This is an optimization exercise on Yosys and OpenROAD, whose aim is small area and a short achievable clock period, not a production implementation. Function was checked by simulation only, so behaviour that the tests miss may differ from the original. No driver is modelled on the clock port, so clock power and skew are understated where the tree is cut down; a real chip needs a root buffer or a tree. No activity file was given, so power comes from the tool's default toggle rates.

File: flow/config.mk
export PLATFORM = sky130hd
export DESIGN_NAME = fifo_32
export DESIGN_NICKNAME = fifo_32
export VERILOG_FILES = /design/flow/design.v
export SDC_FILE = /design/flow/constraint.sdc
export NUM_CORES = 4
export LEC_CHECK = 0
export CAP_MARGIN = 20
export CORE_MARGIN = 2
export CORE_UTILIZATION = 60
export SETUP_SLACK_MARGIN = 2.1
export SLEW_MARGIN = 20
export SYNTH_HIERARCHICAL = 1
File: flow/constraint.sdc
create_clock -name core_clock -period 3.5 [get_ports {clock}]
set_input_delay 0.7000 -clock core_clock [delete_from_list [all_inputs] [get_ports {clock}]]
set_output_delay 0.7000 -clock core_clock [all_outputs]
set_load 0.01 [all_outputs]
File: flow/design.v
module fifo_32_pre(
	input [4:0] cnt,
	output [4:0] cntInc,
	output [4:0] cntDec,
	output eq2,
	output eq30
	);
	assign cntInc = cnt + 5'd1;
	assign cntDec = cnt - 5'd1;
	assign eq2 = (cnt == 5'd2);
	assign eq30 = (cnt == 5'd30);
endmodule
module fifo_32_nand4(
	input a,
	input b,
	input c,
	input d,
	output y
	);
	assign y = ~(a & b & c & d);
endmodule
module fifo_32_nor2(
	input a,
	input b,
	output y
	);
	assign y = ~(a | b);
endmodule
module fifo_32_ao22(
	input a,
	input b,
	input c,
	input d,
	output y
	);
	assign y = (a & b) | (c & d);
endmodule
module fifo_32_aoi21(
	input a,
	input b,
	input c,
	output y
	);
	assign y = ~((a & b) | c);
endmodule
module fifo_32_aoi22(
	input a,
	input b,
	input c,
	input d,
	output y
	);
	assign y = ~((a & b) | (c & d));
endmodule
module fifo_32_and3(
	input a,
	input b,
	input c,
	output y
	);
	assign y = a & b & c;
endmodule
module fifo_32(
	clock,
	reset,
	write,
	datain,
	read,
	dataout,
	full,
	empty
	);
	input clock;
	input reset;
	input write, read;
	input [7:0] datain;
	output [7:0] dataout;
	output full, empty;
	reg [255:0] buffer;
	reg [3:0] wLo;
	reg [7:0] wHi;
	reg [31:0] rSel;
	reg [4:0] cnt;
	reg fullR, emptyR, nFull, nEmpty, aeR, afR;
	reg [7:0] dataoutReg;
	assign dataout = dataoutReg;
	assign full = fullR;
	assign empty = emptyR;
	wire writeEn = write & nFull;
	wire readEn = read & nEmpty;
	wire [4:0] cntInc, cntDec;
	wire eq2, eq30;
	fifo_32_pre u_pre(
		.cnt(cnt), .cntInc(cntInc), .cntDec(cntDec),
		.eq2(eq2), .eq30(eq30));
	wire wAdv = writeEn & ~reset;
	wire wHold = ~writeEn & ~reset;
	wire wWrap = writeEn & wLo[3];
	wire wHiAdv = wWrap & ~reset;
	wire wHiHold = ~wWrap & ~reset;
	wire [3:0] wLoNext;
	wire [7:0] wHiNext;
	wire [7:0] wHiF = wHi & {8{nFull}};
	genvar g;
	generate
		for (g = 0; g < 4; g = g + 1) begin : gwlo
			wire ring;
			fifo_32_ao22 u_s(
				.a(wAdv), .b(wLo[(g + 3) % 4]),
				.c(wHold), .d(wLo[g]), .y(ring));
			if (g == 0) begin : g0
				assign wLoNext[g] = ring | reset;
			end else begin : gn
				assign wLoNext[g] = ring;
			end
		end
		for (g = 0; g < 8; g = g + 1) begin : gwhi
			wire ring;
			fifo_32_ao22 u_s(
				.a(wHiAdv), .b(wHi[(g + 7) % 8]),
				.c(wHiHold), .d(wHi[g]), .y(ring));
			if (g == 0) begin : g0
				assign wHiNext[g] = ring | reset;
			end else begin : gn
				assign wHiNext[g] = ring;
			end
		end
	endgenerate
	always @(posedge clock) begin
		wLo <= wLoNext;
		wHi <= wHiNext;
	end
	wire [31:0] rowWe;
	generate
		for (g = 0; g < 32; g = g + 1) begin : gwe
			fifo_32_and3 u_we(.a(write), .b(wLo[g % 4]), .c(wHiF[g / 4]), .y(rowWe[g]));
		end
	endgenerate
	integer k;
	always @(posedge clock) begin
		for (k = 0; k < 32; k = k + 1)
			if (rowWe[k])
				buffer[8*k +: 8] <= datain;
	end
	wire [8*16-1:0] pairN;
	wire [8*4-1:0] oct;
	wire [8*2-1:0] halfN;
	wire readOkN = ~(read & nEmpty & ~reset);
	wire [7:0] dataoutNext;
	genvar b;
	generate
		for (b = 0; b < 8; b = b + 1) begin : gbit
			for (g = 0; g < 16; g = g + 1) begin : gpair
				fifo_32_aoi22 u_p(
					.a(buffer[16*g + b]), .b(rSel[2*g]),
					.c(buffer[16*g + 8 + b]), .d(rSel[2*g+1]),
					.y(pairN[8*g + b]));
			end
			for (g = 0; g < 4; g = g + 1) begin : goct
				fifo_32_nand4 u_o(
					.a(pairN[32*g + b]), .b(pairN[32*g + 8 + b]),
					.c(pairN[32*g + 16 + b]), .d(pairN[32*g + 24 + b]),
					.y(oct[8*g + b]));
			end
			for (g = 0; g < 2; g = g + 1) begin : ghalf
				fifo_32_nor2 u_h(
					.a(oct[16*g + b]), .b(oct[16*g + 8 + b]),
					.y(halfN[8*g + b]));
			end
			fifo_32_aoi21 u_d(.a(halfN[b]), .b(halfN[8 + b]), .c(readOkN), .y(dataoutNext[b]));
		end
	endgenerate
	wire rAdv = readEn & ~reset;
	wire rHold = ~readEn & ~reset;
	wire [31:0] rSelNext;
	generate
		for (g = 0; g < 32; g = g + 1) begin : gsel
			wire ring;
			fifo_32_ao22 u_s(
				.a(rAdv), .b(rSel[(g + 31) % 32]),
				.c(rHold), .d(rSel[g]), .y(ring));
			if (g == 0) begin : g0
				assign rSelNext[g] = ring | reset;
			end else begin : gn
				assign rSelNext[g] = ring;
			end
		end
	endgenerate
	always @(posedge clock) begin
		rSel <= rSelNext;
		dataoutReg <= dataoutNext;
	end
	wire onlyW = writeEn & ~readEn;
	wire onlyR = readEn & ~writeEn;
	wire emptyNext = ~writeEn & (~nEmpty | (read & aeR));
	wire fullNext = ~readEn & (~nFull | (write & afR));
	always @(posedge clock) begin
		if (reset) begin
			cnt <= 5'd0;
			fullR <= 1'b0;
			nFull <= 1'b1;
			emptyR <= 1'b1;
			nEmpty <= 1'b0;
			aeR <= 1'b0;
			afR <= 1'b0;
		end
		else begin
			if (onlyW) cnt <= cntInc;
			else if (onlyR) cnt <= cntDec;
			emptyR <= emptyNext;
			nEmpty <= ~emptyNext;
			fullR <= fullNext;
			nFull <= ~fullNext;
			if (onlyW) begin
				aeR <= ~nEmpty;
				afR <= eq30;
			end
			else if (onlyR) begin
				aeR <= eq2;
				afR <= ~nFull;
			end
		end
	end
endmodule
File: flow/flow/run.sh
#!/bin/bash
# Standard layout (the standard.sh) with these changes:
#  - flow/fp_pre.tcl sets the synthesised combinational cells to drive
#    strength 1 before floorplanning (the resizer upsizes what timing needs);
#  - port buffers are buf_2 (the default choice is a slow delay cell);
#  - the clock tree is built without dummy loads, from larger sink clusters;
#  - flow/cts_pre.tcl then removes the middle level of the clock tree, so the
#    root buffer drives the leaf buffers directly (every register still sees
#    two buffers from the clock port, balanced), and splits the root into one
#    root buffer per quadrant, each driven by the clock port.
set -uo pipefail
HERE=$(pwd)
bash standard.sh "BUFFER_PORTS_ARGS=-buffer_cell sky130_fd_sc_hd__buf_2" \
  "PRE_FLOORPLAN_TCL=$HERE/flow/fp_pre.tcl" \
  "PRE_CTS_TCL=$HERE/flow/cts_pre.tcl" \
  "CTS_ARGS=-sink_clustering_enable -repair_clock_nets -dont_use_dummy_load -sink_clustering_size 30 -sink_clustering_max_diameter 100 -buf_list sky130_fd_sc_hd__clkbuf_16" \
  finish > make_finish.log 2>&1
File: flow/flow/cts_pre.tcl
# Wrap clock_tree_synthesis: after the tree is built, remove the buffers between
# the root buffer and the leaf buffers, so the root drives every leaf buffer
# directly (two buffers from the clock port to each register, all balanced).
proc my_flatten_clock_tree {} {
  set block [ord::get_db_block]
  set port_net [[$block findBTerm clock] getNet]
  set roots {}
  foreach it [$port_net getITerms] { lappend roots [$it getInst] }
  foreach root $roots {
    set rnet [[$root findITerm X] getNet]
    set changed 1
    while {$changed} {
      set changed 0
      foreach it [$rnet getITerms] {
        if {[$it isOutputSignal]} { continue }
        set b [$it getInst]
        set m [[$b getMaster] getName]
        if {![string match "*clkbuf*" $m]} { continue }
        set bout [$b findITerm X]
        set bnet [$bout getNet]
        # only a buffer whose loads are all clock buffers is removed
        set allbuf 1
        foreach l [$bnet getITerms] {
          if {[$l isOutputSignal]} { continue }
          if {![string match "*clkbuf*" [[[$l getInst] getMaster] getName]]} { set allbuf 0 }
        }
        if {!$allbuf} { continue }
        set loads {}
        foreach l [$bnet getITerms] { if {![$l isOutputSignal]} { lappend loads $l } }
        foreach l $loads { $l disconnect; $l connect $rnet }
        $bout disconnect
        $it disconnect
        puts "flatten_clock_tree: removed [$b getName] ([llength $loads] loads moved to [$rnet getName])"
        odb::dbInst_destroy $b
        odb::dbNet_destroy $bnet
        set changed 1
        break
      }
    }
  }
}
proc my_split_clock_root {} {
  set block [ord::get_db_block]
  set port_net [[$block findBTerm clock] getNet]
  set its [$port_net getITerms]
  if {[llength $its] != 1} { return }
  set root [[lindex $its 0] getInst]
  set rnet [[$root findITerm X] getNet]
  set loads {}
  foreach l [$rnet getITerms] { if {![$l isOutputSignal]} { lappend loads $l } }
  if {[llength $loads] < 6} { return }
  set sx 0; set sy 0
  foreach l $loads {
    set loc [[$l getInst] getLocation]
    set sx [expr {$sx + [lindex $loc 0]}]; set sy [expr {$sy + [lindex $loc 1]}]
  }
  set cx [expr {$sx / [llength $loads]}]; set cy [expr {$sy / [llength $loads]}]
  array set grp {}
  foreach l $loads {
    set loc [[$l getInst] getLocation]
    set q [expr {([lindex $loc 0] >= $cx ? 1 : 0) + ([lindex $loc 1] >= $cy ? 2 : 0)}]
    lappend grp($q) $l
  }
  set master [$root getMaster]
  set n 0
  foreach q [lsort [array names grp]] {
    set members $grp($q)
    set gx 0; set gy 0
    foreach l $members {
      set loc [[$l getInst] getLocation]
      set gx [expr {$gx + [lindex $loc 0]}]; set gy [expr {$gy + [lindex $loc 1]}]
    }
    set gx [expr {$gx / [llength $members]}]; set gy [expr {$gy / [llength $members]}]
    if {$n == 0} {
      $root setLocation $gx $gy
      set keep $members
    } else {
      set b [odb::dbInst_create $block $master "clkbuf_root_${n}_clock"]
      set net [odb::dbNet_create $block "clknet_root_${n}_clock"]
      $net setSigType CLOCK
      $b setLocation $gx $gy
      $b setPlacementStatus PLACED
      [$b findITerm A] connect $port_net
      [$b findITerm X] connect $net
      foreach l $members { $l disconnect; $l connect $net }
      puts "split_clock_root: [$b getName] drives [llength $members] leaf buffers"
    }
    incr n
  }
}
rename clock_tree_synthesis my_orig_clock_tree_synthesis
proc clock_tree_synthesis {args} {
  my_orig_clock_tree_synthesis {*}$args
  my_flatten_clock_tree
  my_split_clock_root
}
File: flow/flow/fp_pre.tcl
# Before floorplanning, set every combinational cell of the synthesised
# netlist to its smallest drive strength (_1). Synthesis sizes cells for an
# assumed load; the resizer later upsizes the cells that timing needs.
# Registers and clock cells are left as synthesis made them.
set my_db [ord::get_db]
set my_n 0
foreach inst [[ord::get_db_block] getInsts] {
  set name [[$inst getMaster] getName]
  if {![regexp {^(sky130_fd_sc_hd__[a-z0-9]+)_([0-9]+)$} $name -> base size]} { continue }
  if {$size <= 1} { continue }
  if {[regexp {df|dl|clk|conb|tap|fill|decap} $base]} { continue }
  set small [$my_db findMaster ${base}_1]
  if {$small == "NULL" || $small == ""} { continue }
  $inst swapMaster $small
  incr my_n
}
puts "fp_pre: set $my_n cells to drive strength 1"
File: flow/standard.sh
#!/bin/bash
# synth_recipe.tcl (not shown) runs the flow's synth.tcl, then flattens the netlist and writes it again
# the make line also repeats each setting of config.mk as NAME=value (left out here)
make -C /OpenROAD-flow-scripts/flow DESIGN_CONFIG=/design/flow/config.mk WORK_HOME=/design/flow/orfs CLKGATE_MAP_FILE= SYNTH_SCRIPT=/design/flow/synth_recipe.tcl "${@:-finish}"
==> results.yml, run 1 <==
timing:
  setup_violations: 0
  period_share_pct: 41.97
  finalCriticalPeriod_ns: 1.469
  fmax_mhz: 680.7
  setup_slack_ns: 2.031
  worst_pin_slew_ns: 0.7052
  rsz0062_at_grt: "yes"
  hold_violations: 0
  tns_ns: 0
  drv_slew: 0
  skew_ns: 0.03167
  relSlewSlack_pct: 52.99
synth:
  synth_nets: 670
  yosysWarningCount: 7
  synth_cells: 655
die:
  rows: 50
  fp.dieH_microns: 140.9
  die_area_sq_mm: 0.01986
  initial_core_util_pct: 60.55
  core_area_sq_mm: 0.01858
  pin_count: 22
  die_x_microns: 140.9
worst_hold_path:
  hp-start: "wHi[4]"
  hp-class: "register to register"
routing:
  vias_per_cell: 6.623
  first_iter_violations: 631
  wirelength_mm: 24.49
  drtAntennaViolNets: 0
  drt_pass1_iterations: 5
  drc: 0
  wl_per_cell_microns: 26.06
  via_count: 6226
critical_path:
  critPathMaxFanout: 1
  critPathRequiredTime_ns: 2.80
  cp_slowest_stage_delay_ns: 0.33
  arrival_ns: 0.77
  end_kind: "output port"
  r2r-start: "nEmpty"
  crit_path_start_kind: "register"
  crit_slowest_cell: "dfxtp_1"
  ff2ff_setup_slack_ns: 2.07
  worst-path-buf-inv: 1
  crit_start: "fullR"
  critical-path-top-delay-family: "flip-flops"
  crit_type: "register to output port"
  path_cells: "buf_2"
placed_design:
  routabilityCongestion: 0.8314
  portBuffers: 21
  place_hpwl_mm: 15.36
  place_ws_ns: 1.116
clocking:
  insertion_delay_ns: 0.32
  cts_hold_buf: 0
  clock-sinks: 319
  path_clk_slew_ns: 0.11
global_route:
  grt_pass1_wl_mm: 36.18
  gr-usage-all-layers_pct: 24.81
  antenna_found_initial: 0
  grt_pass1_vias: 5878
  grt_remaining_overflow: 0
  grt_max_degree: 37
status:
  status: "finished clean"
final_layout:
  drive_gt1_share_pct: 21.53
  utilization_pct: 67.86
  nets: 723
  antenna_cells: 0
pwr:
  power_density_mw_per_mm2: 484.9
  p_leak_nw: 4.029
  irDropWorstVdd_mv: 0.3571
flow_run:
  timing.max_cap.violations: 0
worst paths after layout:
path,end,depth (start not counted)
worst max-delay path,full,1
worst min register to register,wHi[5],1
worst max register to register,dataoutReg[2],5
worst min-delay path,wHi[5],1
power by group:
part | switching, mW | total, mW | internal (mW)
Sequential | 0.0302 | 4.14 | 4.11
Combinational | 0.139 | 0.214 | 0.0750
Clock | 0.985 | 1.76 | 0.778
stage by stage:
stage	cells	hold slack [ns]	area (sq um)	total power [mW]
3_3_place_gp	906	0.4730	11700	4.380
5_1_grt	940	0.4984	12610	6.298
3_5_place_dp	906	0.4815	11700	4.388
6_report	940	0.4690	12610	6.114
4_1_cts	933	0.4754	12380	6.124
2_1_floorplan	655	0.4328	11320	4.289
flip-flops by register name (all words and copies together) (netlist names):
name / flops
buffer: 256
rSel: 32
dataoutReg: 8
wHi: 8
cnt: 5
wLo: 4
aeR: 1
afR: 1
emptyR: 1
fullR: 1
nEmpty: 1
nFull: 1
routing by layer:
| layer | global-route usage [%] | part of all wire [%] | vias up |
|---|---|---|---|
| li1 | - | - | 2823 |
| met1 | 39.47 | 47 | 3150 |
| met2 | 36.51 | 45 | 228 |
| met3 | 3.363 | 6.1 | 25 |
| met4 | 7.158 | 1.6 | 0 |
| met5 | 0 | 0 | - |
timing repair:
| action | 4_1_cts | 5_1_grt |
|---|---|---|
| resized for setup | 77 | 49 |
| pin swaps | 1 | 32 |
| cloned | 3 | 2 |
| setup buffers | 9 | 5 |
| setup endpoints to repair | 327 | 167 |
layout make-up, without the clock buffers:
type / count / area, sq um
Sequential cell: 319 / 8999
Fill cell: 1262 / 5972
Multi-Input combinational cell: 327 / 2516
Timing Repair Buffer: 38 / 391.6
Tap cell: 234 / 292.8
Buffer: 3 / 75.07
Inverter: 6 / 26.28
Timing Repair inverter: 1 / 7.507
cells in the final DEF, fill, tap and decap left out, drive strengths merged, types with 5 or more instances in the layout:
| master | instances |
|---|---|
| dfxtp | 63 |
| nand4 | 32 |
| and3 | 32 |
| buf | 35 |
| inv | 5 |
| a22o | 44 |
| xor2 | 5 |
| edfxtp | 256 |
| a22oi | 133 |
| nor2 | 22 |
| nand2 | 10 |
| a21oi | 19 |
| and2 | 10 |
| clkbuf | 18 |
==> run 2, diff against run 1 <==
--- a/flow/design.v
+++ b/flow/design.v
@@ -52,4 +52,12 @@
 	);
 	assign y = ~((a & b) | (c & d));
+endmodule
+module fifo_32_nand3(
+	input a,
+	input b,
+	input c,
+	output y
+	);
+	assign y = ~(a & b & c);
 endmodule
 module fifo_32_and3(
@@ -102,5 +110,5 @@
 	wire [7:0] wHiNext;
 	wire [7:0] wHiF = wHi & {8{nFull}};
-	genvar g;
+	genvar g, b;
 	generate
 		for (g = 0; g < 4; g = g + 1) begin : gwlo
@@ -131,15 +139,20 @@
 		wHi <= wHiNext;
 	end
-	wire [31:0] rowWe;
+	wire [31:0] rowWe, rowWeN;
+	wire [255:0] bufferNext;
 	generate
 		for (g = 0; g < 32; g = g + 1) begin : gwe
 			fifo_32_and3 u_we(.a(write), .b(wLo[g % 4]), .c(wHiF[g / 4]), .y(rowWe[g]));
-		end
-	endgenerate
-	integer k;
-	always @(posedge clock) begin
-		for (k = 0; k < 32; k = k + 1)
-			if (rowWe[k])
-				buffer[8*k +: 8] <= datain;
+			fifo_32_nand3 u_wen(.a(write), .b(wLo[g % 4]), .c(wHiF[g / 4]), .y(rowWeN[g]));
+			for (b = 0; b < 8; b = b + 1) begin : gbit
+				fifo_32_ao22 u_d(
+					.a(rowWe[g]), .b(datain[b]),
+					.c(rowWeN[g]), .d(buffer[8*g + b]),
+					.y(bufferNext[8*g + b]));
+			end
+		end
+	endgenerate
+	always @(posedge clock) begin
+		buffer <= bufferNext;
 	end
 	wire [8*16-1:0] pairN;
@@ -148,7 +161,6 @@
 	wire readOkN = ~(read & nEmpty & ~reset);
 	wire [7:0] dataoutNext;
-	genvar b;
-	generate
-		for (b = 0; b < 8; b = b + 1) begin : gbit
+	generate
+		for (b = 0; b < 8; b = b + 1) begin : gbitr
 			for (g = 0; g < 16; g = g + 1) begin : gpair
 				fifo_32_aoi22 u_p(
--- a/flow/config.mk
+++ b/flow/config.mk
@@ -8,5 +8,5 @@
 export CAP_MARGIN = 20
 export CORE_MARGIN = 2
-export CORE_UTILIZATION = 60
+export CORE_UTILIZATION = 70
 export SETUP_SLACK_MARGIN = 2.1
 export SLEW_MARGIN = 20
==> results.yml, run 2 <==
status:
  status: "finished clean"
die:
  core_area_sq_mm: 0.01566
  pin_count: 22
  die_x_microns: 129.9
  rows: 46
  die_area_sq_mm: 0.01686
  initial_core_util_pct: 70.84
  fp.dieH_microns: 129.9
critical_path:
  r2r-start: "nFull"
  crit_start: "dataoutReg[5]"
  crit_end: "dataout[5]"
  crit_type: "register to output port"
  cp.depth: 1
  end_kind: "output port"
  critPathMaxFanout: 1
  arrival_ns: 0.76
  cp_slowest_stage_delay_ns: 0.31
  critical-path-top-delay-family: "flip-flops"
  reg2regPathDepth: 3
  path_cells: "buf_2"
  worst-path-buf-inv: 1
  ff2ff_setup_slack_ns: 2.09
  rr_endpoint: "buffer[6]"
  crit_path_start_kind: "register"
  crit_slowest_cell: "dfxtp_1"
  critPathRequiredTime_ns: 2.80
pwr:
  p_leak_nw: 4.728
  irDropWorstVdd_mv: 0.4467
  power_density_mw_per_mm2: 479.2
  p_total_mw: 6.035
final_layout:
  layout_commonest_cell: "a22o_1"
  fillers: 940
  nets: 1015
  top_register: "buffer"
  mostFrequentLayoutCells: "a22o_1, dfxtp_1, a22oi_1"
  drive_gt1_share_pct: 15.93
  reg.largest.list: "buffer x256, rSel x32"
  antenna_cells: 0
  largest_reg_flops: 256
  design_area_sq_mm: 0.01259
  utilization_pct: 80.43
global_route:
  grt_pass1_wl_mm: 48.61
  grt_pass1_vias: 8564
  antenna_found_initial: 0
  grt_max_degree: 33
  grt_remaining_overflow: 0
  gr-usage-all-layers_pct: 37.17
routing:
  vias_per_cell: 7.577
  drt_pass1_iterations: 5
  wl_per_cell_microns: 26.54
  via_count: 9198
  drtAntennaViolNets: 0
  wirelength_mm: 32.22
  drc: 0
  first_iter_violations: 1245
timing:
  setup_violations: 0
  drv_slew: 0
  finalCriticalPeriod_ns: 1.459
  tns_ns: 0
  relSlewSlack_pct: 61.48
  skew_ns: 0.03510
  rsz0062_at_grt: "yes"
  hold_violations: 0
  period_share_pct: 41.69
  fmax_mhz: 685.4
  worst_pin_slew_ns: 0.5778
clocking:
  path_clk_slew_ns: 0.11
  insertion_delay_ns: 0.32
  clock-sinks: 319
  cts_hold_buf: 0
synth:
  yosysWarningCount: 7
  synth_cells: 943
  synth_nets: 958
placed_design:
  place_hpwl_mm: 19.55
  dpl_cell_area_sq_mm: 0.01154
  portBuffers: 21
  routabilityCongestion: 0.8796
worst_hold_path:
  hold_path_depth: 1
  hp-class: "register to register"
flow_run:
  timing.max_cap.violations: 0
-- run 2: cell count changes in the layout (fill, tap and decap cells not counted), sizes merged --
cell,before,now
a22o,44,300
nand3,2,34
clkbuf,18,22
edfxtp,256,0
buf,35,34
dfxtp,63,319
bufbuf,0,1
-- run 2: per-stage QoR --
step	setup slack, ns	hold WS [ns]	cells
final	2.041	0.4827	1214
after global placement	1.184	0.4527	1177
after global routing	2.009	0.4902	1214
after floorplan	1.660	0.4328	943
after detailed placement	1.116	0.4547	1177
after CTS	2.037	0.4824	1203
-- run 2: report_power, final --
group	switching [mW]	leakage (nW)	internal [mW]
Clock	1.02	0.185	0.779
Sequential	0.102	2.59	3.74
Combinational	0.230	1.95	0.164
Total	1.36	4.73	4.68
-- run 2: timing repair --
| action | in CTS | in global routing |
|---|---|---|
| resized for setup | 66 | 68 |
| setup buffers | 7 | 11 |
| pin swaps | 1 | 12 |
| endpoints found under the setup margin | 325 | 200 |
| gates cloned | 4 | 0 |
-- run 2: layout make-up, without the clock buffers --
cell class                 instances  area (sq um)  area share [%]
multi-input combinational        615          5032           39.96
timing repair buffer              42         449.2           3.567
sequential                       319          6431           51.07
timing repair inverter             1         7.507         0.05962
buffer                             3         75.07          0.5962
inverter                           6         26.28          0.2087
tap                              216         270.3           2.146
-- run 2: worst min-delay path by stage --
| stage | end | start | slack (ns) |
|---|---|---|---|
| global route | buffer[106] | buffer[106] | 0.49 |
| CTS | buffer[130] | buffer[130] | 0.48 |
| finish | buffer[155] | buffer[155] | 0.48 |
| floorplan | cnt[2] | cnt[2] | 0.43 |
| detailed placement | buffer[213] | buffer[213] | 0.45 |
| global placement | buffer[158] | buffer[158] | 0.45 |
-- run 2: metal layers --
metal | vias to the layer above | routed length (microns) | track usage [%]
met1 | 4496 | 13440 | 52.73
met5 | - | 0 | 0
li1 | 4007 | - | -
met3 | 88 | 3575 | 8.282
met4 | 0 | 970 | 14.29
met2 | 607 | 14230 | 55.84
==> run 3, diff against run 2 <==
--- a/flow/config.mk
+++ b/flow/config.mk
@@ -8,6 +8,6 @@
 export CAP_MARGIN = 20
 export CORE_MARGIN = 2
-export CORE_UTILIZATION = 70
-export SETUP_SLACK_MARGIN = 2.1
+export CORE_UTILIZATION = 60
+export SETUP_SLACK_MARGIN = 2.2
 export SLEW_MARGIN = 20
 export SYNTH_HIERARCHICAL = 1
==> results.yml, run 3 <==
synth:
  synth_nets: 958
  synth_cells: 943
  yosysWarningCount: 7
global_route:
  met2_usage_pct: 50.35
  met3_usage_pct: 5.675
  grt_pass1_vias: 8698
  grt_pass1_wl_mm: 51.45
  gr-usage-all-layers_pct: 33.39
  top_usage_layer: "met2"
  grt_util_met1_pct: 50.14
  grt_remaining_overflow: 0
  grt_max_degree: 33
  antenna_found_initial: 0
final_layout:
  largest_reg_flops: 256
  antenna_cells: 0
  nets: 1045
  top_register: "buffer"
  reg.largest.list: "buffer x256, rSel x32"
  drive_gt1_share_pct: 26.07
  layout_commonest_cell: "a22o_1"
  mostFrequentLayoutCells: "a22o_1, dfxtp_1, a22oi_1"
die:
  core_area_sq_mm: 0.01802
  die_x_microns: 140.0
  pin_count: 22
  rows: 49
  initial_core_util_pct: 61.52
  die_area_sq_mm: 0.01959
  fp.dieH_microns: 140.0
worst_hold_path:
  hp-class: "register to register"
  hold_end: "buffer[217]"
  hold_path_depth: 1
  hp-start: "buffer[217]"
status:
  status: "finished clean"
routing:
  drt_pass1_iterations: 6
  vias_per_cell: 7.522
  wl_per_cell_microns: 27.93
  wirelength_mm: 35.10
  drtAntennaViolNets: 0
  first_iter_violations: 1270
  drc: 0
  via_count: 9455
pwr:
  p_leak_nw: 4.927
  power_density_mw_per_mm2: 450.5
  irDropWorstVdd_mv: 0.6216
  p_total_mw: 6.131
timing:
  hold_violations: 0
  period_share_pct: 42.11
  drv_slew: 0
  relSlewSlack_pct: 61.66
  finalCriticalPeriod_ns: 1.474
  setup_violations: 0
  rsz0062_at_grt: "yes"
  tns_ns: 0
  worst_pin_slew_ns: 0.5751
  fmax_mhz: 678.6
  skew_ns: 0.03157
flow_run:
  timing.max_cap.violations: 0
critical_path:
  ff2ff_setup_slack_ns: 2.08
  arrival_ns: 1.69
  r2r-start: "rSel[22]"
  critPathMaxFanout: 4
  path_cells: "buf_12, nand2_8, or2_4, clkinvlp_4, a22o_1, or2_1"
  cp_slowest_stage_delay_ns: 0.26
  end_kind: "register"
  rr_endpoint: "dataoutReg[2]"
  reg2regPathDepth: 5
  critPathRequiredTime_ns: 3.72
  crit_slowest_cell: "a22o_1"
  crit_path_start_kind: "primary input"
  crit_type: "primary input to register"
clocking:
  insertion_delay_ns: 0.32
  cts_hold_buf: 0
  path_clk_slew_ns: 0.11
  clock-sinks: 319
placed_design:
  place_hpwl_mm: 20.30
  routabilityCongestion: 0.9208
  portBuffers: 21
-- run 3: through the flow --
stage | instance area (sq um) | worst slack (ns) | hold slack (ns) | utilization [%] | instances
after CTS | 12870 | 2.037 | 0.4796 | 71.41 | 1233
final | 13610 | 2.026 | 0.4808 | 75.50 | 1257
after floorplan | 11250 | 1.660 | 0.4345 | - | 943
after global placement | 11630 | 1.093 | 0.4527 | 64.54 | 1191
after detailed placement | 11630 | 1.013 | 0.4542 | 64.54 | 1191
after global routing | 13610 | 2.011 | 0.4948 | 75.50 | 1257
-- run 3: where the power goes --
| group | switching [mW] | internal, mW | total [mW] | leakage (nW) |
|---|---|---|---|---|
| registers | 0.109 | 3.73 | 3.84 | 2.60 |
| clock network | 1.05 | 0.780 | 1.83 | 0.185 |
| logic | 0.257 | 0.205 | 0.462 | 2.14 |
-- run 3: timing repair --
item	CTS	global route
setup endpoints to repair	329	221
resized for setup	160	112
cloned	7	1
pin swaps	15	65
setup buffers	20	23
-- run 3: area by class of cell, without the clock buffers --
class                           instances  area, sq um
Fill cell                            1141         4417
Multi-Input combinational cell        615         5585
Timing Repair inverter                  1        7.507
Buffer                                  3        75.07
Timing Repair Buffer                   72        863.3
Tap cell                              229        286.5
Inverter                                6        28.78
Sequential cell                       319         6461
-- run 3: routing by layer --
metal / vias up / share of wire (%) / wire length (microns)
li1: 4085 / - / -
met1: 4631 / 42 / 14660
met2: 617 / 44 / 15480
met3: 122 / 11 / 3689
met4: 0 / 3.6 / 1270
met5: - / 0 / 0
-- run 3: worst max-delay path by stage --
stage                             start  cells past startpoint    endpoint  slack, ns
after floorplan                    read                      5     rSel[0]       1.66
after global placement            reset                      5     rSel[0]       1.09
after detailed placement          reset                      5     rSel[0]       1.01
after CTS                         fullR                      1        full       2.04
after global routing      dataoutReg[0]                      1  dataout[0]       2.01
final                              read                      6     rSel[0]       2.03
-- run 3: worst max-delay path: cells and delay by family --
family	cells	cell delay [ns]
buffers and inverters	2	0.28
AOI/OAI and AO/OA	1	0.26
and+or+nand+nor	3	0.45
==> run 4, diff against run 3 <==
--- a/flow/config.mk
+++ b/flow/config.mk
@@ -9,5 +9,5 @@
 export CORE_MARGIN = 2
 export CORE_UTILIZATION = 60
-export SETUP_SLACK_MARGIN = 2.2
+export SETUP_SLACK_MARGIN = 2.04
 export SLEW_MARGIN = 20
 export SYNTH_HIERARCHICAL = 1
==> results.yml, run 4 <==
status:
  status: "finished clean"
timing:
  drv_slew: 0
  period_share_pct: 42.72
  setup_slack_ns: 2.005
  relSlewSlack_pct: 36.12
  worst_pin_slew_ns: 0.9582
  rsz0062_at_grt: "yes"
  whs_ns: 0.4809
  skew_ns: 0.04335
  hold_violations: 0
  finalCriticalPeriod_ns: 1.495
  setup_violations: 0
  tns_ns: 0
  fmax_mhz: 668.8
pwr:
  p_total_mw: 5.999
  power.switching_mw: 1.342
  power_density_mw_per_mm2: 483.2
  p_clk_share_pct: 30.1
  p_sw_share_pct: 22.36
  p_leak_nw: 4.678
  irDropWorstVdd_mv: 0.6133
  power_frac_comb_pct: 6.0
  p_int_mw: 4.657
  sequentialPowerShare_pct: 63.9
synth:
  synth_cells: 943
  yosysWarningCount: 7
  synth_nets: 958
critical_path:
  critPathMaxFanout: 10
  crit_slowest_cell: "dfxtp_1"
  ff2ff_setup_slack_ns: 2.00
  crit_type: "register to register"
  crit_path_start_kind: "register"
  critical-path-top-delay-family: "simple AND/OR/NAND/NOR gates"
  critPathRequiredTime_ns: 3.69
  worst-path-buf-inv: 0
  path_cells: "a22oi_1, nand4_1, nor2_1, a21oi_1"
  cp_slowest_stage_delay_ns: 0.45
  end_kind: "register"
  arrival_ns: 1.69
final_layout:
  antenna_cells: 0
  fillers: 1315
  layout_commonest_cell: "dfxtp_1"
  largest_reg_flops: 256
  drive_gt1_share_pct: 12.99
  top_register: "buffer"
  reg.largest.list: "buffer x256, rSel x32"
  mostFrequentLayoutCells: "dfxtp_1, a22o_1, a22oi_1"
  nets: 1010
  fin_cells: 1222
die:
  rows: 49
  initial_core_util_pct: 61.52
  fp.dieH_microns: 140.0
  die_x_microns: 140.0
  core_area_sq_mm: 0.01802
  die_area_sq_mm: 0.01959
  pin_count: 22
placed_design:
  routabilityCongestion: 0.8948
  place_inst: 1191
  place_hpwl_mm: 20.04
  portBuffers: 21
  place_ws_ns: 1.030
routing:
  first_iter_violations: 1266
  drc: 0
  drt_pass1_iterations: 6
  vias_per_cell: 7.376
  drtAntennaViolNets: 0
  wl_per_cell_microns: 26.15
  wirelength_mm: 31.96
  via_count: 9014
flow_run:
  timing.max_cap.violations: 0
clocking:
  path_clk_slew_ns: 0.12
  cts_hold_buf: 0
  clock-sinks: 319
  insertion_delay_ns: 0.33
worst_hold_path:
  hp-class: "register to register"
global_route:
  grt_remaining_overflow: 0
  antenna_found_initial: 0
  gr-usage-all-layers_pct: 32.24
  grt_pass1_wl_mm: 49.68
  grt_pass1_vias: 8649
  grt_max_degree: 33
[run 4: final cells by class, without the clock buffers]
cell class | count | area [sq um] | share of cell area [%]
Sequential cell | 319 | 6416 | 51.68
Timing Repair inverter | 1 | 7.507 | 0.06047
Inverter | 6 | 26.28 | 0.2116
Tap cell | 229 | 286.5 | 2.308
Buffer | 3 | 75.07 | 0.6047
Multi-Input combinational cell | 615 | 4947 | 39.85
Timing Repair Buffer | 37 | 356.6 | 2.872
[run 4: worst register-to-register path, cell delays in order, from the launching register on]
cell     delay (ns)
dfxtp_1        0.45
a22oi_1        0.29
nand4_1        0.21
nor2_1         0.26
a21oi_1        0.15
[run 4: path summary, 6_finish.rpt]
| check | from | end | depth (start not counted) |
|---|---|---|---|
| hold reg to reg | buffer[178] | buffer[178] | 1 |
| hold / removal | buffer[178] | buffer[178] | 1 |
| setup / recovery | rSel[0] | dataoutReg[3] | 4 |
| setup reg to reg | rSel[0] | dataoutReg[3] | 4 |
[run 4: through the flow]
step	util, %	cell area, sq um
5_1_grt	68.88	12420
4_1_cts	67.85	12230
2_1_floorplan	-	11150
3_5_place_dp	64.06	11550
3_3_place_gp	64.06	11550
6_report	68.88	12420
[run 4: routing by layer]
metal / vias up / routed length [microns] / part of all wire, % / track usage [%]
met4: 0 / 1052 / 3.3 / 10.58
li1: 4005 / - / - / -
met2: 512 / 13860 / 43 / 47.83
met1: 4404 / 13850 / 43 / 47.07
met3: 93 / 3190 / 10 / 7.043
met5: - / 0 / 0 / 0
[run 4: power groups by stage]
stage	registers, mW	clock network, mW	logic (mW)
after floorplan	3.87	0	0.164
after global placement	3.90	0	0.294
after detailed placement	3.90	0	0.307
after CTS	3.83	1.82	0.336
after global routing	3.85	1.94	0.376
final	3.83	1.81	0.357
[run 4: timing repair]
item | 4_1_cts | 5_1_grt
setup buffers | 7 | 6
pin swaps | 1 | 5
cloned | 3 | 0
gates resized for setup | 52 | 40
endpoints found under the setup margin | 315 | 192
==> run 5, diff against run 4 <==
--- a/flow/config.mk
+++ b/flow/config.mk
@@ -9,5 +9,6 @@
 export CORE_MARGIN = 2
 export CORE_UTILIZATION = 60
-export SETUP_SLACK_MARGIN = 2.04
+export GPL_TIMING_DRIVEN = 1
+export SETUP_SLACK_MARGIN = 2.1
 export SLEW_MARGIN = 20
 export SYNTH_HIERARCHICAL = 1
==> results.yml, run 5 <==
critical_path:
  path_cells: "buf_2"
  arrival_ns: 0.76
  cp_slowest_stage_delay_ns: 0.33
  critPathMaxFanout: 1
  crit_slowest_cell: "dfxtp_1"
  crit_path_start_kind: "register"
  critPathRequiredTime_ns: 2.80
  crit_type: "register to output port"
  critical-path-top-delay-family: "flip-flops"
  worst-path-buf-inv: 1
  end_kind: "output port"
global_route:
  antenna_found_initial: 0
  grt_pass1_vias: 8755
  grt_remaining_overflow: 0
  grt_pass1_wl_mm: 50.93
  gr-usage-all-layers_pct: 33.06
  grt_max_degree: 33
final_layout:
  nets: 1010
  top_register: "buffer"
  reg.largest.list: "buffer x256, rSel x32"
  utilization_pct: 69.60
  layout_commonest_cell: "a22o_1"
  largest_reg_flops: 256
  drive_gt1_share_pct: 17.32
  mostFrequentLayoutCells: "a22o_1, dfxtp_1, a22oi_1"
die:
  core_area_sq_mm: 0.01802
  rows: 49
  initial_core_util_pct: 61.52
  pin_count: 22
  fp.dieH_microns: 140.0
  die_area_sq_mm: 0.01959
  die_x_microns: 140.0
pwr:
  power_density_mw_per_mm2: 479.0
  p_leak_nw: 4.685
  irDropWorstVdd_mv: 0.5320
  p_total_mw: 6.009
routing:
  first_iter_violations: 1171
  wirelength_mm: 32.90
  vias_per_cell: 7.452
  wl_per_cell_microns: 26.90
  drtAntennaViolNets: 0
  via_count: 9114
  drc: 0
  drt_pass1_iterations: 6
timing:
  relSlewSlack_pct: 59.40
  finalCriticalPeriod_ns: 1.464
  rsz0062_at_grt: "yes"
  skew_ns: 0.03393
  fmax_mhz: 683.0
  period_share_pct: 41.83
  setup_violations: 0
  worst_pin_slew_ns: 0.6089
  drv_slew: 0
  tns_ns: 0
  hold_violations: 0
placed_design:
  portBuffers: 21
  place_hpwl_mm: 20.50
  routabilityCongestion: 0.9493
clocking:
  cts_hold_buf: 0
  path_clk_slew_ns: 0.11
  clock-sinks: 319
  insertion_delay_ns: 0.32
worst_hold_path:
  hp-class: "register to register"
status:
  status: "finished clean"
synth:
  yosysWarningCount: 7
  synth_cells: 943
  synth_nets: 958
flow_run:
  timing.max_cap.violations: 0
[run 5: layout make-up, without the clock buffers]
cell class | count | area (sq um)
inverter | 6 | 26.28
tap | 229 | 286.5
multi-input combinational | 614 | 5031
sequential | 319 | 6432
buffer | 3 | 75.07
timing repair buffer | 38 | 384.1
antenna | 1 | 2.502
timing repair inverter | 1 | 7.507
fill | 1393 | 5479
[run 5: what timing repair did]
item / in CTS / in global routing
gates resized for setup: 85 / 70
pin swaps: 3 / 6
gates cloned: 2 / 0
buffers inserted: 5 / 6
endpoints found under the setup margin: 318 / 213
[run 5: through the flow]
step / setup WS [ns] / instances / hold WS [ns] / area, sq um
after floorplan: 1.660 / 943 / 0.4328 / 11160
after global placement: 1.175 / 1194 / 0.4530 / 11570
after detailed placement: 1.118 / 1194 / 0.4536 / 11570
after CTS: 2.031 / 1216 / 0.4789 / 12300
after global routing: 2.003 / 1222 / 0.4966 / 12540
final: 2.036 / 1223 / 0.4803 / 12550
[run 5: path summary, 6_finish.rpt]
kind / startpoint / endpoint / slack, ns / cells past startpoint
setup / recovery: dataoutReg[0] / dataout[0] / 2.04 / 1
setup reg to reg: rSel[20] / dataoutReg[2] / 2.10 / 4
hold reg to reg: buffer[182] / buffer[182] / 0.48 / 1
hold / removal: buffer[182] / buffer[182] / 0.48 / 1
[run 5: where the power goes]
part,switching [mW],internal (mW)
Sequential,0.0962,3.73
Combinational,0.212,0.150
Clock,1.04,0.780
Total,1.34,4.66
[run 5: layer usage]
layer	global-route usage, %	wire, microns	up-vias
li1	-	-	4002
met1	46.90	14100	4495
met2	50.96	14840	538
met3	5.470	3036	79
met4	13.00	922	0
met5	0	0	-
==> run 6, diff against run 5 <==
--- a/flow/config.mk
+++ b/flow/config.mk
@@ -9,6 +9,6 @@
 export CORE_MARGIN = 2
 export CORE_UTILIZATION = 60
-export GPL_TIMING_DRIVEN = 1
 export SETUP_SLACK_MARGIN = 2.1
 export SLEW_MARGIN = 20
 export SYNTH_HIERARCHICAL = 1
+export TNS_END_PERCENT = 30
==> results.yml, run 6 <==
final_layout:
  mostFrequentLayoutCells: "a22o_1, dfxtp_1, a22oi_1"
  largest_reg_flops: 256
  drive_gt1_share_pct: 17.00
  top_register: "buffer"
  nets: 1011
  antenna_cells: 0
  fillers: 1333
  reg.largest.list: "buffer x256, rSel x32"
  layout_commonest_cell: "a22o_1"
global_route:
  gr-usage-all-layers_pct: 31.23
  grt_pass1_vias: 8332
  met3_usage_pct: 6.120
  met2_usage_pct: 45.80
  grt_util_met1_pct: 46.27
  grt_remaining_overflow: 0
  antenna_found_initial: 0
  grt_pass1_wl_mm: 48.21
  top_usage_layer: "met1"
  grt_max_degree: 53
critical_path:
  reg2regPathDepth: 4
  crit_path_start_kind: "register"
  ff2ff_setup_slack_ns: 2.03
  arrival_ns: 1.66
  rr_endpoint: "dataoutReg[0]"
  critPathRequiredTime_ns: 3.69
  crit_type: "register to register"
  critPathMaxFanout: 10
  r2r-start: "rSel[21]"
  end_kind: "register"
die:
  rows: 49
  die_area_sq_mm: 0.01959
  pin_count: 22
  core_area_sq_mm: 0.01802
  initial_core_util_pct: 61.52
  die_x_microns: 140.0
  fp.dieH_microns: 140.0
pwr:
  p_leak_nw: 4.670
  irDropWorstVdd_mv: 0.4554
  p_total_mw: 5.992
  power_density_mw_per_mm2: 477.4
timing:
  finalCriticalPeriod_ns: 1.465
  drv_slew: 0
  period_share_pct: 41.86
  tns_ns: 0
  fmax_mhz: 682.5
  relSlewSlack_pct: 62.26
  rsz0062_at_grt: "yes"
  hold_violations: 0
  setup_violations: 0
  worst_pin_slew_ns: 0.5661
  skew_ns: 0.03534
placed_design:
  place_hpwl_mm: 19.84
  routabilityCongestion: 0.9423
  portBuffers: 21
synth:
  yosysWarningCount: 7
  synth_nets: 958
  synth_cells: 943
routing:
  drc: 0
  drt_pass1_iterations: 6
  drtAntennaViolNets: 0
  wl_per_cell_microns: 26.50
  vias_per_cell: 7.362
  wirelength_mm: 32.41
  via_count: 9004
  first_iter_violations: 1378
status:
  status: "finished clean"
worst_hold_path:
  hold_path_depth: 1
  hp-start: "buffer[182]"
  hold_end: "buffer[182]"
  hp-class: "register to register"
flow_run:
  timing.max_cap.violations: 0
clocking:
  path_clk_slew_ns: 0.11
  insertion_delay_ns: 0.32
  cts_hold_buf: 0
  clock-sinks: 319
[run 6: cell types whose count changed in the layout (fill, tap and decap cells not counted), sizes merged]
cell    delta
a21oi      +1
bufbuf     -1
buf        -4
diode      -1
clkbuf     +5
[run 6: worst max-delay path by stage]
stage / startpoint / to / slack [ns] / cells past startpoint
after floorplan: read / rSel[0] / 1.66 / 5
after global placement: reset / rSel[0] / 1.16 / 5
after detailed placement: reset / rSel[0] / 1.10 / 5
after CTS: write / wHi[0] / 2.00 / 6
after global routing: rSel[6] / dataoutReg[3] / 2.01 / 4
final: rSel[21] / dataoutReg[0] / 2.03 / 4
[run 6: worst max-delay path: stages (launching register included)]
cell and delay [ns]:
dfxtp_1 0.44, a22oi_1 0.28, nand4_1 0.25, nor2_1 0.24, a21oi_1 0.14
[run 6: power breakdown]
group / internal (mW) / total [mW] / switching (mW) / leakage, nW
Combinational: 0.142 / 0.356 / 0.213 / 1.90
Clock: 0.779 / 1.80 / 1.02 / 0.185
Sequential: 3.74 / 3.83 / 0.0981 / 2.59
[run 6: area by class of cell, without the clock buffers]
| type | instances | area [sq um] | share of cell area (%) |
|---|---|---|---|
| flip-flops and latches | 319 | 6426 | 51.20 |
| multi-input cells | 615 | 5069 | 40.38 |
| repair buffers | 38 | 361.6 | 2.881 |
| well taps | 229 | 286.5 | 2.283 |
| plain buffers | 3 | 75.07 | 0.5981 |
| inverters | 6 | 26.28 | 0.2093 |
| repair inverters | 1 | 7.507 | 0.05981 |
[run 6: metal layers]
| metal | up-vias | part of all wire [%] |
|---|---|---|
| met5 | - | 0 |
| met4 | 0 | 2.9 |
| met3 | 88 | 10 |
| met2 | 504 | 43 |
| met1 | 4408 | 43 |
| li1 | 4004 | - |
[run 6: metrics by stage]
step | area [sq um] | setup WS, ns | utilization, % | instances | hold slack (ns)
floorplan | 11120 | 1.660 | - | 943 | 0.4352
global placement | 11520 | 1.159 | 63.91 | 1190 | 0.4528
detailed placement | 11520 | 1.095 | 63.91 | 1190 | 0.4533
CTS | 12210 | 1.997 | 67.75 | 1213 | 0.4777
global route | 12550 | 2.009 | 69.64 | 1223 | 0.4931
finish | 12550 | 2.035 | 69.64 | 1223 | 0.4763
[run 6: timing repair]
item / 4_1_cts / 5_1_grt
gates resized for setup: 82 / 76
pin swaps: 1 / 4
setup endpoints to repair: 323 / 303
gates cloned: 2 / 2
buffers inserted: 6 / 8
==> run 7, diff against run 6 <==
--- a/flow/config.mk
+++ b/flow/config.mk
@@ -9,5 +9,5 @@
 export CORE_MARGIN = 2
 export CORE_UTILIZATION = 60
-export SETUP_SLACK_MARGIN = 2.1
+export SETUP_SLACK_MARGIN = 2.15
 export SLEW_MARGIN = 20
 export SYNTH_HIERARCHICAL = 1
==> results.yml, run 7 <==
timing:
  rsz0062_at_grt: "yes"
  relSlewSlack_pct: 63.95
  drv_slew: 0
  skew_ns: 0.03450
  setup_violations: 0
  fmax_mhz: 680.0
  tns_ns: 0
  worst_pin_slew_ns: 0.5395
  hold_violations: 0
  period_share_pct: 42.02
  finalCriticalPeriod_ns: 1.471
global_route:
  grt_pass1_vias: 8650
  grt_pass1_wl_mm: 50.05
  antenna_found_initial: 0
  gr-usage-all-layers_pct: 32.34
  grt_remaining_overflow: 0
  grt_max_degree: 33
final_layout:
  antenna_cells: 0
  design_area_sq_mm: 0.01294
  layout_commonest_cell: "a22o_1"
  fillers: 1239
  ff_latch_area_sq_mm: 0.006459
  multi_input_area_sq_mm: 0.005181
  utilization_pct: 71.78
  fin_cells: 1235
  nets: 1023
  drive_gt1_share_pct: 20.58
  largest_reg_flops: 256
  top_register: "buffer"
  reg.largest.list: "buffer x256, rSel x32"
  mostFrequentLayoutCells: "a22o_1, dfxtp_1, a22oi_1"
routing:
  drt_pass1_iterations: 5
  drc: 0
  wl_per_cell_microns: 26.39
  drtAntennaViolNets: 0
  wirelength_mm: 32.60
  via_count: 9160
  vias_per_cell: 7.417
  first_iter_violations: 1195
die:
  die_area_sq_mm: 0.01959
  rows: 49
  pin_count: 22
  die_x_microns: 140.0
  initial_core_util_pct: 61.52
  core_area_sq_mm: 0.01802
  fp.dieH_microns: 140.0
placed_design:
  dpl_cell_area_sq_mm: 0.01152
  routabilityCongestion: 0.8911
  place_inst: 1192
  portBuffers: 21
  place_hpwl_mm: 19.83
worst_hold_path:
  hold_path_depth: 1
  hp-start: "buffer[188]"
  hold_end: "buffer[188]"
  hp-class: "register to register"
critical_path:
  cp_slowest_stage_delay_ns: 0.34
  reg2regPathDepth: 3
  end_kind: "output port"
  critPathRequiredTime_ns: 2.80
  path_cells: "buf_6"
  critPathMaxFanout: 1
  crit_path_start_kind: "register"
  r2r-start: "nFull"
  ff2ff_setup_slack_ns: 2.12
  worst-path-buf-inv: 1
  crit_type: "register to output port"
  rr_endpoint: "buffer[176]"
  arrival_ns: 0.77
  critical-path-top-delay-family: "flip-flops"
  crit_slowest_cell: "dfxtp_2"
clocking:
  cts_hold_buf: 0
  path_clk_slew_ns: 0.11
  insertion_delay_ns: 0.32
  clock-sinks: 319
pwr:
  p_leak_nw: 4.821
  p_total_mw: 6.058
  irDropWorstVdd_mv: 0.6248
  power_density_mw_per_mm2: 468.2
synth:
  yosysWarningCount: 7
  synth_cells: 943
  synth_nets: 958
flow_run:
  timing.max_cap.violations: 0
status:
  status: "finished clean"
## run 7: through the flow
stage               worst slack (ns)  hold WS [ns]
floorplan                      1.660        0.4352
global placement               1.377        0.4530
detailed placement             1.299        0.4536
CTS                            2.020        0.4764
global route                   1.997        0.4876
finish                         2.029        0.4790
## run 7: final cells by class, without the clock buffers
class | count | share of cell area (%)
Timing Repair Buffer | 51 | 4.680
Multi-Input combinational cell | 615 | 40.04
Inverter | 6 | 0.2418
Tap cell | 229 | 2.214
Buffer | 3 | 0.5802
Sequential cell | 319 | 49.92
## run 7: timing repair
action,4_1_cts,5_1_grt
gates cloned,4,2
setup endpoints to repair,322,252
setup buffers,9,13
gates resized for setup,117,100
pin swaps,14,19
## run 7: worst max-delay path by stage
| stage | from | cells after the start | end |
|---|---|---|---|
| 2_1_floorplan | read | 5 | rSel[0] |
| 3_3_place_gp | reset | 5 | rSel[11] |
| 3_5_place_dp | reset | 5 | rSel[25] |
| 4_1_cts | dataoutReg[5] | 1 | dataout[5] |
| 5_1_grt | dataoutReg[2] | 1 | dataout[2] |
| 6_report | dataoutReg[5] | 1 | dataout[5] |
## run 7: routing by layer
metal	part of all wire, %	global-route usage (%)
met1	44	48.25
met2	44	47.63
met3	9.5	5.846
met4	2.5	10.89
met5	0	0
## run 7: power by group
group | leakage [nW] | internal, mW | switching, mW
clock network | 0.185 | 0.780 | 1.04
logic | 2.04 | 0.178 | 0.227
registers | 2.60 | 3.73 | 0.102
total | 4.82 | 4.69 | 1.36
==> run 8, diff against run 7 <==
--- a/flow/config.mk
+++ b/flow/config.mk
@@ -9,6 +9,5 @@
 export CORE_MARGIN = 2
 export CORE_UTILIZATION = 60
-export SETUP_SLACK_MARGIN = 2.15
+export SETUP_SLACK_MARGIN = 2.1
 export SLEW_MARGIN = 20
 export SYNTH_HIERARCHICAL = 1
-export TNS_END_PERCENT = 30
==> results.yml, run 8 <==
worst_hold_path:
  hold_path_depth: 1
  hp-start: "buffer[182]"
  hp-class: "register to register"
  hold_end: "buffer[182]"
synth:
  synth_cells: 943
  yosysWarningCount: 7
  synth_nets: 958
status:
  status: "finished clean"
die:
  die_area_sq_mm: 0.01959
  pin_count: 22
  fp.dieH_microns: 140.0
  rows: 49
  initial_core_util_pct: 61.52
  die_x_microns: 140.0
  core_area_sq_mm: 0.01802
timing:
  tns_ns: 0
  period_share_pct: 41.83
  drv_slew: 0
  skew_ns: 0.03393
  relSlewSlack_pct: 59.40
  rsz0062_at_grt: "yes"
  setup_slack_ns: 2.036
  fmax_mhz: 683.0
  worst_pin_slew_ns: 0.6089
  hold_violations: 0
  finalCriticalPeriod_ns: 1.464
  setup_violations: 0
clocking:
  path_clk_slew_ns: 0.11
  insertion_delay_ns: 0.32
  cts_hold_buf: 0
  clock-sinks: 319
pwr:
  p_leak_nw: 4.685
  irDropWorstVdd_mv: 0.5320
  p_total_mw: 6.009
  power_density_mw_per_mm2: 479.0
routing:
  wl_per_cell_microns: 26.90
  wirelength_mm: 32.90
  vias_per_cell: 7.452
  drt_pass1_iterations: 6
  drc: 0
  drtAntennaViolNets: 0
  via_count: 9114
  first_iter_violations: 1171
global_route:
  grt_pass1_vias: 8755
  antenna_found_initial: 0
  grt_remaining_overflow: 0
  grt_pass1_wl_mm: 50.93
  gr-usage-all-layers_pct: 33.06
  grt_max_degree: 33
critical_path:
  reg2regPathDepth: 4
  critPathRequiredTime_ns: 2.80
  end_kind: "output port"
  critPathMaxFanout: 1
  arrival_ns: 0.76
  crit_slowest_cell: "dfxtp_1"
  ff2ff_setup_slack_ns: 2.10
  crit_type: "register to output port"
  path_cells: "buf_2"
  rr_endpoint: "dataoutReg[2]"
  r2r-start: "rSel[20]"
  cp_slowest_stage_delay_ns: 0.33
  critical-path-top-delay-family: "flip-flops"
  worst-path-buf-inv: 1
  crit_path_start_kind: "register"
final_layout:
  reg.largest.list: "buffer x256, rSel x32"
  fillers: 1393
  mostFrequentLayoutCells: "a22o_1, dfxtp_1, a22oi_1"
  nets: 1010
  top_register: "buffer"
  utilization_pct: 69.60
  layout_commonest_cell: "a22o_1"
  largest_reg_flops: 256
  drive_gt1_share_pct: 17.32
flow_run:
  timing.max_cap.violations: 0
placed_design:
  place_ws_ns: 1.118
  portBuffers: 21
  routabilityCongestion: 0.9493
  place_hpwl_mm: 20.50
## run 8: cell count changes in the layout (fill, tap and decap cells not counted), sizes merged
cell / delta
a21oi: -1
buf: -13
clkinvlp: +1
clkbuf: -1
diode: +1
bufbuf: +1
## run 8: repair_timing
item	4_1_cts	5_1_grt
gates cloned	2	0
pin swaps	3	6
setup endpoints to repair	318	213
setup buffers	5	6
resized for setup	85	70
## run 8: through the flow
step	hold slack, ns	area (sq um)	instances
after global routing	0.4966	12540	1222
after detailed placement	0.4536	11570	1194
after global placement	0.4530	11570	1194
final	0.4803	12550	1223
after CTS	0.4789	12300	1216
after floorplan	0.4328	11160	943
## run 8: worst max path at each step
stage                  startpoint         end  slack [ns]  depth (start not counted)
finish              dataoutReg[0]  dataout[0]        2.04                          1
global placement            reset     rSel[0]        1.18                          5
detailed placement          reset    rSel[25]        1.12                          5
floorplan                    read     rSel[0]        1.66                          5
CTS                 dataoutReg[2]  dataout[2]        2.03                          1
global route        dataoutReg[6]  dataout[6]        2.00                          1
## run 8: layout make-up, without the clock buffers
cell class | count | area, sq um | share of cell area, %
Multi-Input combinational cell | 614 | 5031 | 40.10
Sequential cell | 319 | 6432 | 51.27
Timing Repair inverter | 1 | 7.507 | 0.05984
Tap cell | 229 | 286.5 | 2.284
Timing Repair Buffer | 38 | 384.1 | 3.062
Inverter | 6 | 26.28 | 0.2094
Buffer | 3 | 75.07 | 0.5984
Antenna cell | 1 | 2.502 | 0.01995
## run 8: layer usage
layer | up-vias | GRT usage [%] | wire (microns)
met3 | 79 | 5.470 | 3036
met2 | 538 | 50.96 | 14840
met1 | 4495 | 46.90 | 14100
li1 | 4002 | - | -
met5 | - | 0 | 0
met4 | 0 | 13.00 | 922
## run 8: power breakdown
group          switching (mW)  internal, mW  total [mW]
Sequential             0.0962          3.73        3.83
Clock                    1.04         0.780        1.82
Combinational           0.212         0.150       0.361
==> run 9, diff against run 8 <==
--- a/flow/flow/run.sh
+++ b/flow/flow/run.sh
@@ -14,4 +14,4 @@
   "PRE_FLOORPLAN_TCL=$HERE/flow/fp_pre.tcl" \
   "PRE_CTS_TCL=$HERE/flow/cts_pre.tcl" \
-  "CTS_ARGS=-sink_clustering_enable -repair_clock_nets -dont_use_dummy_load -sink_clustering_size 30 -sink_clustering_max_diameter 100 -buf_list sky130_fd_sc_hd__clkbuf_16" \
+  "CTS_ARGS=-sink_clustering_enable -repair_clock_nets -dont_use_dummy_load -sink_clustering_size 20 -sink_clustering_max_diameter 80 -buf_list sky130_fd_sc_hd__clkbuf_16" \
   finish > make_finish.log 2>&1
==> results.yml, run 9 <==
final_layout:
  layout_commonest_cell: "a22o_1"
  mostFrequentLayoutCells: "a22o_1, dfxtp_1, a22oi_1"
  drive_gt1_share_pct: 17.85
  reg.largest.list: "buffer x256, rSel x32"
  fillers: 1370
  design_area_sq_mm: 0.01266
  top_register: "buffer"
  utilization_pct: 70.23
  largest_reg_flops: 256
  nets: 1014
  antenna_cells: 0
global_route:
  grt_max_degree: 33
  antenna_found_initial: 0
  grt_pass1_vias: 8814
  grt_pass1_wl_mm: 51.56
  grt_remaining_overflow: 0
  gr-usage-all-layers_pct: 33.60
routing:
  via_count: 9137
  drt_pass1_iterations: 6
  drc: 0
  drtAntennaViolNets: 0
  first_iter_violations: 1144
  wl_per_cell_microns: 27.05
  wirelength_mm: 33.16
  vias_per_cell: 7.453
critical_path:
  crit_start: "read"
  arrival_ns: 1.68
  crit_path_start_kind: "primary input"
  reg2regPathDepth: 4
  ff2ff_setup_slack_ns: 2.10
  crit_type: "primary input to register"
  crit_end: "rSel[0]"
  r2r-start: "rSel[25]"
  critPathRequiredTime_ns: 3.69
  critPathMaxFanout: 5
  end_kind: "register"
  rr_endpoint: "dataoutReg[5]"
synth:
  synth_nets: 958
  synth_cells: 943
  yosysWarningCount: 7
status:
  status: "finished clean"
timing:
  setup_slack_ns: 2.011
  period_share_pct: 42.55
  finalCriticalPeriod_ns: 1.489
  worst_pin_slew_ns: 0.6085
  tns_ns: 0
  fmax_mhz: 671.4
  drv_slew: 0
  relSlewSlack_pct: 59.43
  setup_violations: 0
  rsz0062_at_grt: "yes"
  skew_ns: 0.03331
  hold_violations: 0
clocking:
  clock-sinks: 319
  insertion_delay_ns: 0.32
  cts_hold_buf: 0
  path_clk_slew_ns: 0.08
placed_design:
  portBuffers: 21
  place_ws_ns: 1.118
  place_hpwl_mm: 20.50
  dpl_cell_area_sq_mm: 0.01157
  routabilityCongestion: 0.9493
die:
  rows: 49
  initial_core_util_pct: 61.52
  fp.dieH_microns: 140.0
  core_area_sq_mm: 0.01802
  pin_count: 22
  die_x_microns: 140.0
  die_area_sq_mm: 0.01959
pwr:
  p_leak_nw: 4.739
  irDropWorstVdd_mv: 0.5570
  power_density_mw_per_mm2: 500.8
worst_hold_path:
  hp-class: "register to register"
  hold_path_depth: 1
  hp-start: "buffer[49]"
flow_run:
  timing.max_cap.violations: 0
[run 9: worst max-delay path: stages]
cell and delay (ns):
buf_12 0.11, nand2_8 0.06, or2_4 0.16, clkinvlp_4 0.18, a22o_1 0.26, or2_1 0.20
[run 9: worst min-delay path by stage]
stage | endpoint | slack, ns
floorplan | cnt[2] | 0.43
global placement | buffer[201] | 0.45
detailed placement | buffer[49] | 0.45
CTS | buffer[94] | 0.48
global route | buffer[210] | 0.49
finish | buffer[49] | 0.48
[run 9: final cells by class, without the clock buffers]
class / count / area [sq um] / area share [%]
buffer: 3 / 75.07 / 0.5931
inverter: 6 / 26.28 / 0.2076
multi-input combinational: 614 / 5042 / 39.83
sequential: 319 / 6426 / 50.77
tap: 229 / 286.5 / 2.264
timing repair buffer: 36 / 361.6 / 2.857
timing repair inverter: 2 / 15.01 / 0.1186
[run 9: what timing repair did]
action	4_1_cts	5_1_grt
pin swaps	2	11
resized for setup	82	69
gates cloned	3	0
setup endpoints to repair	318	228
setup buffers	8	1
[run 9: metrics by stage]
stage / power [mW] / hold slack (ns) / instances
finish: 6.340 / 0.4793 / 1226
global placement: 4.198 / 0.4530 / 1194
CTS: 6.310 / 0.4784 / 1225
detailed placement: 4.213 / 0.4536 / 1194
global route: 6.495 / 0.4915 / 1226
floorplan: 4.039 / 0.4328 / 943
[run 9: report_power, final]
part / total (mW) / internal, mW / switching, mW / leakage [nW]
Sequential: 3.83 / 3.73 / 0.0969 / 2.59
Combinational: 0.359 / 0.147 / 0.212 / 1.90
Clock: 2.15 / 1.03 / 1.13 / 0.246
Total: 6.34 / 4.91 / 1.43 / 4.74
[run 9: routing by layer]
| metal | vias up | wire, microns | track usage (%) |
|---|---|---|---|
| li1 | 4014 | - | - |
| met1 | 4462 | 14030 | 46.69 |
| met2 | 552 | 14820 | 51.60 |
| met3 | 109 | 3160 | 6.940 |
| met4 | 0 | 1157 | 13.74 |
| met5 | - | 0 | 0 |
==> run 10, diff against run 9 <==
==> flow/flow/run.sh (replaced) <==
#!/bin/bash
# Standard layout (the standard.sh) with these changes:
#  - flow/fp_pre.tcl sets the synthesised combinational cells to drive
#    strength 1 before floorplanning (the resizer upsizes what timing needs);
#  - input port buffers are buf_2 (the default choice is a slow delay cell),
#    output port buffers are then sized to buf_4 (flow/rs_pre.tcl);
#  - the clock tree is built without dummy loads, from larger sink clusters;
#  - flow/cts_pre.tcl then removes the middle level of the clock tree, so the
#    root buffer drives the leaf buffers directly (every register still sees
#    two buffers from the clock port, balanced), and splits the root into one
#    root buffer per quadrant, each driven by the clock port.
set -uo pipefail
HERE=$(pwd)
bash standard.sh "BUFFER_PORTS_ARGS=-buffer_cell sky130_fd_sc_hd__buf_2" \
  "PRE_RESIZE_TCL=$HERE/flow/rs_pre.tcl" \
  "PRE_FLOORPLAN_TCL=$HERE/flow/fp_pre.tcl" \
  "PRE_CTS_TCL=$HERE/flow/cts_pre.tcl" \
  "CTS_ARGS=-sink_clustering_enable -repair_clock_nets -dont_use_dummy_load -sink_clustering_size 30 -sink_clustering_max_diameter 100 -buf_list sky130_fd_sc_hd__clkbuf_16" \
  finish > make_finish.log 2>&1
==> flow/flow/rs_pre.tcl (new file) <==
# Size the output port buffers (made as buf_2 by buffer_ports) to buf_4.
set my_db [ord::get_db]
set my_buf4 [$my_db findMaster sky130_fd_sc_hd__buf_4]
foreach bt [[ord::get_db_block] getBTerms] {
  if {[$bt getIoType] ne "OUTPUT"} { continue }
  set net [$bt getNet]
  foreach it [$net getITerms] {
    if {![$it isOutputSignal]} { continue }
    set inst [$it getInst]
    if {[[$inst getMaster] getName] eq "sky130_fd_sc_hd__buf_2"} {
      $inst swapMaster $my_buf4
      puts "rs_pre: [$inst getName] -> buf_4"
    }
  }
}
==> results.yml, run 10 <==
timing:
  setup_violations: 0
  fmax_mhz: 675.1
  finalCriticalPeriod_ns: 1.481
  tns_ns: 0
  rsz0062_at_grt: "yes"
  drv_slew: 0
  skew_ns: 0.03266
  worst_pin_slew_ns: 0.5880
  whs_ns: 0.4780
  period_share_pct: 42.32
  relSlewSlack_pct: 60.80
  hold_violations: 0
global_route:
  grt_max_degree: 33
  antenna_found_initial: 0
  grt_remaining_overflow: 0
  grt_pass1_wl_mm: 50.11
  gr-usage-all-layers_pct: 32.62
  grt_pass1_vias: 8707
die:
  pin_count: 22
  die_area_sq_mm: 0.01959
  core_area_sq_mm: 0.01802
  die_x_microns: 140.0
  fp.dieH_microns: 140.0
  rows: 49
  initial_core_util_pct: 61.52
synth:
  yosysWarningCount: 7
  synth_cells: 943
  synth_nets: 958
routing:
  drt_pass1_iterations: 7
  via_count: 9060
  top_signal_layer_used: "met4"
  first_iter_violations: 1156
  vias_per_cell: 7.432
  drtAntennaViolNets: 0
  drc: 0
  wirelength_mm: 32.91
  wl_per_cell_microns: 27.00
  wl_met3_mm: 3.185
  drt-met1-wl_mm: 13.89
  wl_met2_mm: 14.87
final_layout:
  top_register: "buffer"
  layout_commonest_cell: "a22o_1"
  mostFrequentLayoutCells: "a22o_1, dfxtp_1, a22oi_1"
  drive_gt1_share_pct: 16.97
  fillers: 1370
  reg.largest.list: "buffer x256, rSel x32"
  nets: 1007
  largest_reg_flops: 256
  antenna_cells: 0
pwr:
  p_leak_nw: 4.672
  power_density_mw_per_mm2: 480.0
  irDropWorstVdd_mv: 0.6218
worst_hold_path:
  hold_path_depth: 1
  hp-class: "register to register"
placed_design:
  place_hpwl_mm: 20.47
  routabilityCongestion: 0.9493
  portBuffers: 21
critical_path:
  worst-path-buf-inv: 2
  cp_slowest_stage_delay_ns: 0.28
  critPathMaxFanout: 6
  critPathRequiredTime_ns: 3.73
  crit_slowest_cell: "a22o_1"
  cp.depth: 6
  reg2regPathDepth: 4
  end_kind: "register"
  crit_type: "primary input to register"
  arrival_ns: 1.71
  crit_path_start_kind: "primary input"
  critical-path-top-delay-family: "simple AND/OR/NAND/NOR gates"
  path_cells: "buf_12, nand2_8, or2_4, clkinvlp_4, a22o_1, or2_1"
clocking:
  clock-sinks: 319
  insertion_delay_ns: 0.33
  path_clk_slew_ns: 0.11
  cts_hold_buf: 0
flow_run:
  timing.max_cap.violations: 0
status:
  status: "finished clean"
[run 10: metal layers]
metal  vias up  track usage (%)
met4         0            12.42
met1      4471            45.52
met5         -                0
li1       3994                -
met2       527            50.83
met3        68            6.051
[run 10: per-stage QoR]
step	utilization [%]	cell area (sq um)	power (mW)	std cells	worst slack (ns)
finish	69.56	12540	6.018	1219	2.019
detailed placement	64.33	11590	4.213	1194	1.131
CTS	68.67	12380	5.999	1218	2.027
global route	69.56	12540	6.177	1219	1.984
global placement	64.19	11570	4.198	1194	1.175
floorplan	-	11160	4.039	943	1.660
[run 10: power breakdown]
| group | internal (mW) | switching, mW | leakage, nW | total [mW] |
|---|---|---|---|---|
| registers | 3.74 | 0.0944 | 2.59 | 3.83 |
| logic | 0.148 | 0.210 | 1.89 | 0.358 |
| clock network | 0.780 | 1.05 | 0.185 | 1.83 |
[run 10: layout make-up, without the clock buffers]
type / count / area (sq um) / share of cell area, %
buffer: 3 / 75.07 / 0.5987
inverter: 6 / 26.28 / 0.2096
multi-input combinational: 614 / 5010 / 39.96
sequential: 319 / 6434 / 51.31
tap: 229 / 286.5 / 2.285
timing repair buffer: 34 / 391.6 / 3.123
timing repair inverter: 2 / 15.01 / 0.1197
[run 10: final timing paths]
check | start | endpoint | slack [ns]
setup / recovery | read | rSel[0] | 2.02
hold / removal | buffer[49] | buffer[49] | 0.48
setup reg to reg | rSel[20] | dataoutReg[2] | 2.07
hold reg to reg | buffer[49] | buffer[49] | 0.48
[run 10: timing repair]
action	CTS	global route
gates resized for setup	117	46
gates cloned	3	1
pin swaps	3	17
endpoints found under the setup margin	318	152
setup buffers	6	0
[run 10: worst register-to-register path: stages, from the launching register on]
cell and delay [ns]:
dfxtp_2 0.40, a22oi_1 0.29, nand4_1 0.24, nor2_1 0.25
a21oi_1 0.12

-- separate check: timing with driven ports --
The results above use ideal ports. As a check the final layouts listed here were re-extracted and re-timed, cells and wires unchanged. Step 1: set_driving_cell puts a clkbuf_16 on clock and a buf_2 on each other input, an assumption about the parent block. Step 2 also shifts input and output timing later by t, the mid clock arrival at the registers, as if the neighbouring blocks saw the same clock. Slacks: no drivers / after step 1 / after step 2; pairs: no drivers / after step 1.
run | t, ns | slack for setup (ns) | latest minus earliest clock arrival (ns) | cell pins on the clock port's net
run 1 | 0.398 | 2.031 / 1.936 / 1.672 | 0.032 / 0.032 | 4
run 2 | 0.411 | 2.041 / 1.937 / 1.639 | 0.036 / 0.036 | 4
run 3 | 0.412 | 2.026 / 1.927 / 1.640 | 0.035 / 0.035 | 4
run 4 | 0.415 | 2.005 / 1.905 / 1.608 | 0.045 / 0.044 | 4
run 5 | 0.400 | 2.036 / 1.937 / 1.675 | 0.037 / 0.036 | 4
run 6 | 0.398 | 2.035 / 1.941 / 1.650 | 0.035 / 0.035 | 4
run 7 | 0.411 | 2.029 / 1.925 / 1.693 | 0.039 / 0.039 | 4
run 8 | 0.400 | 2.036 / 1.937 / 1.675 | 0.037 / 0.036 | 4
run 9 | 0.406 | 2.011 / 1.952 / 1.614 | 0.034 / 0.034 | 4
run 10 | 0.411 | 2.019 / 1.923 / 1.656 | 0.033 / 0.033 | 4
After both steps setup and hold are still met in every run listed. For run 2, which loses most, drivers alone change the setup slack by -0.104 ns; drivers and shift together by -0.402 ns.
